What follows belongs to an exercise in optimizing a design on an open flow for small area; a production flow would make more cautious choices.
Function was checked by simulation only, so behaviour that the tests miss may differ from the original.

==> flow/design.v (excerpt) <==
module uart_core #(
    parameter int unsigned BAUD_ACC_W         = 32,
    parameter int unsigned OVERSAMPLE         = 16,
    parameter int unsigned RX_FIFO_DEPTH      = 16,
    parameter int unsigned TX_FIFO_DEPTH      = 16,
    parameter bit          HAS_RTS_CTS        = 1'b1,
    parameter bit          RTS_ACTIVE_LOW     = 1'b1,
    parameter bit          CTS_ACTIVE_LOW     = 1'b1,
    parameter int unsigned RTS_DEASSERT_LEVEL = RX_FIFO_DEPTH - 2,
    parameter int unsigned RTS_ASSERT_LEVEL   = RX_FIFO_DEPTH / 2,
    parameter bit          RTL_DBG            = 1'b1
) (
    input wire clk,
    input wire rst_n,
    input  wire uart_rx_i,
    output wire uart_tx_o,
    input  wire uart_cts_i,
    output wire uart_rts_o,
    input wire        cfg_enable,
    input wire        cfg_rx_enable,
    input wire        cfg_tx_enable,
    input wire [31:0] cfg_baud_inc,
    input wire [ 1:0] cfg_parity_mode,
    input wire [ 1:0] cfg_stop_bits,
    input wire [ 1:0] cfg_data_bits,
    input wire        cfg_hw_flow_enable,
    input wire        ctrl_rx_fifo_clear,
    input wire        ctrl_tx_fifo_clear,
    input  wire       tx_byte_valid,
    output wire       tx_byte_ready,
    input  wire [7:0] tx_byte_data,
    output wire       rx_byte_valid,
    input  wire       rx_byte_ready,
    output wire [7:0] rx_byte_data,
    output wire rx_byte_frame_error,
    output wire rx_byte_parity_error,
    output wire rx_byte_break_detect,
    output wire [4:0] rx_fifo_level,
    output wire [4:0] tx_fifo_level,
    output wire rx_fifo_empty,
    output wire rx_fifo_full,
    output wire tx_fifo_empty,
    output wire tx_fifo_full,
    output wire rx_busy,
    output wire tx_busy,
    output wire cts_active,
    output wire rts_active,
    output wire cts_blocked,
    output wire event_rx_overrun,
    output wire event_rx_frame_error,
    output wire event_rx_parity_error,
    output wire event_rx_break_detect,
    output wire event_tx_done
);
Settings: LEC_CHECK=0, ABC_AREA=1, CAP_MARGIN=20, CORE_MARGIN=2, CORE_UTILIZATION=40, CTS_BUF_LIST=sky130_fd_sc_hd__clkbuf_16, CTS_CLUSTER_DIAMETER=100, CTS_CLUSTER_SIZE=30, PLACE_DENSITY=0.8, SLEW_MARGIN=20; clock period 10.0 ns.
standard.sh (not shown) runs the stock make flow with config.mk's settings and CLKGATE_MAP_FILE= SYNTH_SCRIPT=/design/flow/synth_recipe.tcl, a recipe that flattens the netlist after the stock synthesis.
==> flow/flow/run.sh <==
#!/bin/bash
# Own layout flow: the standard synthesis, then the combinational logic of its netlist
# re-mapped by ABC with an area-oriented script (registers and full adders untouched, so
# every register keeps its name and cell), then the standard layout steps, with the port
# buffers made from the smallest buffer cell and a clock tree of clkbuf_16 leaves (clusters of at
# most 30 registers), clkbuf_8 root and tree buffers and no dummy loads. Each tool's output goes to
# a log file here.
set -euo pipefail
W=$PWD
R=$W/orfs/results/$FLOW_PLATFORM/uart_core/base
LIB=$FLOW_HOME/platforms/$FLOW_PLATFORM/lib/sky130_fd_sc_hd__tt_025C_1v80.lib
YOSYS=$(command -v yosys || echo "$FLOW_HOME/../tools/install/yosys/bin/yosys")

bash standard.sh synth > "$W/log_1_standard_synth.txt" 2>&1

mkdir -p "$W/reabc"
python3 flow/split_lib.py "$LIB" "$W/reabc" > "$W/log_2_split_lib.txt" 2>&1
cp "$R/1_2_yosys.v" "$W/reabc/standard_1_2_yosys.v"
cat > "$W/reabc/reabc.ys" <<YS
read_liberty -lib $W/reabc/keep.lib
read_liberty -ignore_miss_func $W/reabc/comb.lib
read_verilog $W/reabc/standard_1_2_yosys.v
hierarchy -check -top $FLOW_TOP
flatten
opt_clean
abc -liberty $LIB $(for c in sky130_fd_sc_hd__probe_p_8 sky130_fd_sc_hd__probec_p_8 '*lpflow*'; do printf -- '-dont_use %s ' "$c"; done) -script $W/flow/area.abc
read_liberty -lib -ignore_redef $LIB
opt_clean -purge
hilomap -singleton -hicell sky130_fd_sc_hd__conb_1 HI -locell sky130_fd_sc_hd__conb_1 LO
splitnets
opt_clean -purge
insbuf -buf sky130_fd_sc_hd__buf_4 A X
check -assert
stat -liberty $LIB
write_verilog -noattr -nohex -nodec $W/reabc/1_2_yosys.v
YS
"$YOSYS" -s "$W/reabc/reabc.ys" > "$W/log_3_reabc.txt" 2>&1
cp "$W/reabc/1_2_yosys.v" "$R/1_2_yosys.v"

CTS="-sink_clustering_enable -repair_clock_nets -sink_clustering_size 30 -sink_clustering_max_diameter 100"
CTS="$CTS -buf_list sky130_fd_sc_hd__clkbuf_16 -root_buf sky130_fd_sc_hd__clkbuf_8 -tree_buf sky130_fd_sc_hd__clkbuf_8 -dont_use_dummy_load"
bash standard.sh BUFFER_PORTS_ARGS="-buffer_cell sky130_fd_sc_hd__buf_1" CTS_ARGS="$CTS" finish > "$W/log_4_standard_layout.txt" 2>&1
Other scripts of this flow, unchanged in this note and not shown: flow/flow/area.abc, flow/flow/split_lib.py
The first run finished with timing, DRC and antenna clean.
Change:
--- a/flow/design.v
+++ b/flow/design.v
@@ -108,20 +108,20 @@
     if (!rst_n) begin
       rx_sync_q  <= 3'b111;
       cts_sync_q <= 3'b000;
     end else begin
       rx_sync_q  <= {rx_sync_q[1:0], uart_rx_i};
       cts_sync_q <= {cts_sync_q[1:0], uart_cts_i};
     end
   end
   assign rx = rx_sync_q[2];
-  localparam logic [2:0] R_IDLE = 3'd0, R_IDLEV = 3'd1, R_START = 3'd2, R_DATA = 3'd3,
-                         R_PAR = 3'd4, R_STOP = 3'd5, R_DONE = 3'd6;
+  localparam logic [2:0] R_IDLE = 3'd0, R_IDLEV = 3'd4, R_START = 3'd1, R_DATA = 3'd3,
+                         R_PAR = 3'd2, R_STOP = 3'd6, R_DONE = 3'd7;
   logic [2:0] r_st_q;
   logic [3:0] r_cnt_q;
   logic [2:0] r_bi_q;
   logic [1:0] r_nd_q;     
   logic       r_ns_q;     
   logic       r_pen_q;    
   logic       r_podd_q;   
   logic [7:0] r_data_q;
   logic       r_fe_q;
@@ -287,20 +287,20 @@
   always_ff @(posedge clk) begin
     if (!rst_n || ctrl_tx_fifo_clear) t_lev_q <= 5'd0;
     else if (t_push && !tx_start) t_lev_q <= t_lev_q + 5'd1;
     else if (tx_start && !t_push) t_lev_q <= t_lev_q - 5'd1;
   end
   assign tx_byte_ready = t_push_ready && !ctrl_tx_fifo_clear;
   assign tx_fifo_level = t_lev_q;
   assign tx_fifo_empty = t_empty;
   assign tx_fifo_full  = t_full;
-  localparam logic [2:0] T_IDLE = 3'd0, T_IDLED = 3'd1, T_START = 3'd2, T_DATA = 3'd3,
-                         T_PAR = 3'd4, T_STOP = 3'd5;
+  localparam logic [2:0] T_IDLE = 3'd0, T_IDLED = 3'd4, T_START = 3'd1, T_DATA = 3'd3,
+                         T_PAR = 3'd2, T_STOP = 3'd6;
   logic [2:0] t_st_q;
   logic [7:0] t_data_q;
   logic [2:0] t_bi_q;
   logic [1:0] t_nd_q;
   logic       t_ns_q;
   logic       t_pen_q;
   logic       t_par_q;
   logic       t_idle;
   logic       t_bit;
Outcome:
- clock-buffer cell count stays the same
- setup slack gains 53 ps
- die area barely changes
- register-to-register slack barely changes
- fmax is higher by 0.56%
- global-route usage hardly moves
- synthesized cell count increases by 1.8%

[separate check: timing with driven ports]
No port has a modelled driver above. Below, the same layouts with a new extraction and two added sets of constraints.
Step 1 (the two cells are an assumption about what drives the block):
set clk [get_ports {clk}]
set_driving_cell -lib_cell sky130_fd_sc_hd__clkbuf_16 $clk
set_driving_cell -lib_cell sky130_fd_sc_hd__buf_2 [delete_from_list [all_inputs] $clk]
Step 2 also shifts input and output timing later by t, the mid clock arrival at the registers, as if the neighbouring blocks saw the same clock.
Slacks: ideal ports / drivers / drivers and shift; pairs: ideal ports / drivers.
| run | t, ns | slack for setup (ns) | pins driven straight from the clock port |
|---|---|---|---|
| the first run | 0.599 | 0.478 / 0.497 / -0.101 | 1 |
| the second run | 0.595 | 0.531 / 0.552 / -0.043 | 1 |
Met with ideal ports but missed after step 2: setup timing in the first run and the second run. For the first run, which loses most, drivers alone change the setup slack by +0.019 ns; drivers and shift together by -0.579 ns.
